From an optimization exercise on the open Yosys and OpenROAD flow, aimed at small area and a short achievable clock period; shortcuts taken in it are not production practice.
The RTL was checked by simulation tests, not by an equivalence proof against the original design.

==> flow/design.v <==
module sigmoid8_pla #(
    parameter WIDTH = 16,
    parameter SLICES = 8,
    parameter FP = 12
) (
    input wire clk,
    input wire rst,
    input wire signed [WIDTH - 1:0] x,
    output wire [WIDTH - 1:0] y
);
    localparam [64*13-1:0] TTAB = {13'd1181, 13'd1181, 13'd1181, 13'd1181, 13'd313, 13'd314, 13'd546, 13'd546, 13'd177, 13'd177, 13'd180, 13'd177, 13'd97, 13'd97, 13'd97, 13'd97, 13'd8189, 13'd8190, 13'd34, 13'd34, 13'd11, 13'd11, 13'd8191, 13'd11, 13'd0, 13'd0, 13'd0, 13'd0, 13'd0, 13'd0, 13'd0, 13'd0, 13'd4096, 13'd4096, 13'd4096, 13'd4096, 13'd4096, 13'd4096, 13'd4084, 13'd4096, 13'd4060, 13'd4060, 13'd4060, 13'd4060, 13'd4036, 13'd4037, 13'd3999, 13'd3999, 13'd3900, 13'd3900, 13'd3903, 13'd3900, 13'd3518, 13'd3518, 13'd3518, 13'd3518, 13'd3148, 13'd3149, 13'd2915, 13'd2915, 13'd2048, 13'd2048, 13'd2048, 13'd2048};
    reg [15:0] x_reg;
    always @(posedge clk) x_reg <= x;
    wire [9:0] r3lo = {1'b0, x_reg[8:0]} + {1'b0, x_reg[7:0], 1'b0};
    wire [4:0] r3hi = {2'b0, x_reg[11:9]} + {1'b0, x_reg[11:8]};
    reg [11:0] r_reg;
    reg [8:1] r3l_reg;
    reg [13:9] r3h_reg;
    reg        r3c_reg;
    reg [4:0]  q_reg;
    reg        z_reg;
    always @(posedge clk) begin
        r_reg   <= x_reg[11:0];
        r3l_reg <= r3lo[8:1];
        r3h_reg <= r3hi;
        r3c_reg <= r3lo[9];
        q_reg   <= x_reg[15:11];
        z_reg   <= ~|x_reg[10:0];
    end
    wire [13:0] r3 = {r3h_reg + {{(4){1'b0}}, r3c_reg}, r3l_reg, r_reg[0]};
    reg s23, s99, s369, s867;
    always @(*) begin
        s23 = 1'b0; s99 = 1'b0; s369 = 1'b0; s867 = 1'b0;
        case (q_reg)
            5'd20, 5'd21, 5'd22, 5'd9, 5'd10, 5'd11: s23 = 1'b1;
            5'd23, 5'd24, 5'd25, 5'd6, 5'd7, 5'd8: s99 = 1'b1;
            5'd26, 5'd27, 5'd28, 5'd3, 5'd4, 5'd5: s369 = 1'b1;
            5'd29, 5'd30, 5'd31, 5'd0, 5'd1, 5'd2: s867 = 1'b1;
            default: ;
        endcase
    end
    wire [12:0] tt = TTAB[{q_reg, z_reg}*13 +: 13];
    wire [11:0] nr = ~r_reg;
    wire [22:0] ta = ({23{s23}}  & {6'd0, r3, 3'd0}) |
                     ({23{s99}}  & {4'd0, r3, 5'd0}) |
                     ({23{s369}} & {2'd0, r3, 7'd0}) |
                     ({23{s867}} & {1'd0, r3, 8'd0}) |
                     {18'd0, s369, 3'b0, s23};
    wire [22:0] tb = ({23{s23}}  & {11'd0, nr}) |
                     ({23{s369}} & {7'd0, nr, 4'd0}) |
                     ({23{s867}} & {4'd0, r3, 5'd0});
    wire [22:0] tc = ({23{s99 | s867}} & {9'd0, r3}) |
                     ({23{s369}} & {11'd0, r_reg});
    wire [24:0] s1 = {2'b0, ta ^ tb ^ tc};
    wire [24:0] c1 = {1'b0, (ta & tb) | (ta & tc) | (tb & tc), 1'b0};
    wire [8:0] lo = {1'b0, s1[7:0]} + {1'b0, c1[7:0]};
    wire [16:0] u1 = s1[24:8];
    wire [16:0] u2 = c1[24:8];
    wire [16:0] u3 = {tt, {(4){1'b0}}};
    wire [16:0] us = u1 ^ u2 ^ u3;
    wire [16:0] uc = {(u1[15:0] & u2[15:0]) | (u1[15:0] & u3[15:0]) | (u2[15:0] & u3[15:0]), 1'b0};
    reg [16:0] hs_reg;
    reg [16:1] hc_reg;
    reg         lc_reg;
    always @(posedge clk) begin
        hs_reg <= us;
        hc_reg <= uc[16:1];
        lc_reg <= lo[8];
    end
    wire [16:0] ysum = hs_reg + {hc_reg, 1'b0} + {{(16){1'b0}}, lc_reg};
    reg [12:0] y_reg;
    always @(posedge clk or posedge rst) begin
        if (rst) y_reg <= 13'd0;
        else     y_reg <= ysum[16:4];
    end
    assign y = {3'b000, y_reg};
endmodule
Settings: LEC_CHECK=0, CAP_MARGIN=20, CORE_MARGIN=2, CORE_UTILIZATION=65, SETUP_SLACK_MARGIN=3.0, SLEW_MARGIN=20; clock period 5.5 ns.
standard.sh (not shown) runs the stock make flow with config.mk's settings and CLKGATE_MAP_FILE= SYNTH_SCRIPT=/design/flow/synth_recipe.tcl, a recipe that flattens the netlist after the stock synthesis.
==> flow/flow/run.sh <==
#!/bin/bash
# Own layout flow: the standard ORFS flow (standard.sh, unchanged synthesis),
# with a plain buffer on every port instead of the delay cells buffer_ports
# picks by default, and a clock tree with fewer, smaller buffers.
set -euo pipefail
export BUFFER_PORTS_ARGS="-buffer_cell ${OWN_PORT_BUF:-sky130_fd_sc_hd__buf_2}"
export CTS_ARGS="-sink_clustering_enable -repair_clock_nets -sink_clustering_size ${OWN_CTS_SIZE:-30} -sink_clustering_max_diameter ${OWN_CTS_DIAM:-80} -buf_list ${OWN_CTS_BUF:-sky130_fd_sc_hd__clkbuf_8} -dont_use_dummy_load"
bash standard.sh > standard_flow.log 2>&1
Then changed:
--- a/flow/config.mk
+++ b/flow/config.mk
@@ -10,2 +10,2 @@
-export CORE_UTILIZATION = 65
-export SETUP_SLACK_MARGIN = 3.0
+export CORE_UTILIZATION = 70
+export SETUP_SLACK_MARGIN = 3.3
Global-route usage increases by 1.5 points.
Synthesized area is unchanged.
Synthesized cell count does not change.
Cell area is higher by 6.9%.
Worst hold slack got worse by 4.6 ps.
Final cell count came out higher by 3.9%.
Maximum frequency came out higher by 11%.
Setup slack improved by 250 ps.
Critical path depth is lower by 1.
Clock skew hardly moves.
Non-clock buffer count goes up by 27.
Then changed:
--- a/flow/config.mk
+++ b/flow/config.mk
@@ -10,2 +10,2 @@
-export CORE_UTILIZATION = 70
-export SETUP_SLACK_MARGIN = 3.3
+export CORE_UTILIZATION = 58
+export SETUP_SLACK_MARGIN = 3.4
Effect:
- The new run produced a clean layout
- non-clock buffer count fell by 2
- flip-flop and latch count is unchanged
- critical path depth fell by 1
- final area rose by 1.2%
- wire length fell by 6.8%
- worst setup slack improves by 43 ps
- final cell count rose by 0.89%
- maximum frequency rose by 2.0%
Then changed:
--- a/flow/config.mk
+++ b/flow/config.mk
@@ -10,2 +10,2 @@
-export CORE_UTILIZATION = 58
-export SETUP_SLACK_MARGIN = 3.4
+export CORE_UTILIZATION = 50
+export SETUP_SLACK_MARGIN = 3.3
After rerunning: The new run ran to the end with no violations. Die area climbs by 15%. Cell area drops by 2.7%. Synthesized area does not change. Setup slack gets better by 4.7 ps. Global-route usage drops by 3.2 points. Hold slack gets worse by 3.7 ps.

==> port drivers added, routing unchanged <==
No port has a modelled driver above. Below, the same layouts with a new extraction and two added sets of constraints.
Step 1 (the two cells are an assumption about what drives the block):
set clk [get_ports {clk}]
set_driving_cell -lib_cell sky130_fd_sc_hd__clkbuf_16 $clk
set_driving_cell -lib_cell sky130_fd_sc_hd__buf_2 [delete_from_list [all_inputs] $clk]
Step 2 adds t to the input delays and takes it off the output delays; t is the mean of the earliest and latest rising clock arrival at the registers after step 1. Input paths then give back, and output paths get back, about the clock's delay inside the block.
Three values: no drivers, after step 1, after step 2; two values: the first two.
run | t, ns | setup slack, ns | latest minus earliest clock arrival (ns)
the first run | 0.366 | 3.018 / 3.018 / 3.018 | 0.025 / 0.024
the second run | 0.370 | 3.267 / 3.267 / 3.267 | 0.025 / 0.025
the third run | 0.370 | 3.310 / 3.310 / 3.310 | 0.028 / 0.028
the fourth run | 0.378 | 3.315 / 3.315 / 3.315 | 0.035 / 0.035
After both steps setup and hold are still met in every run listed.
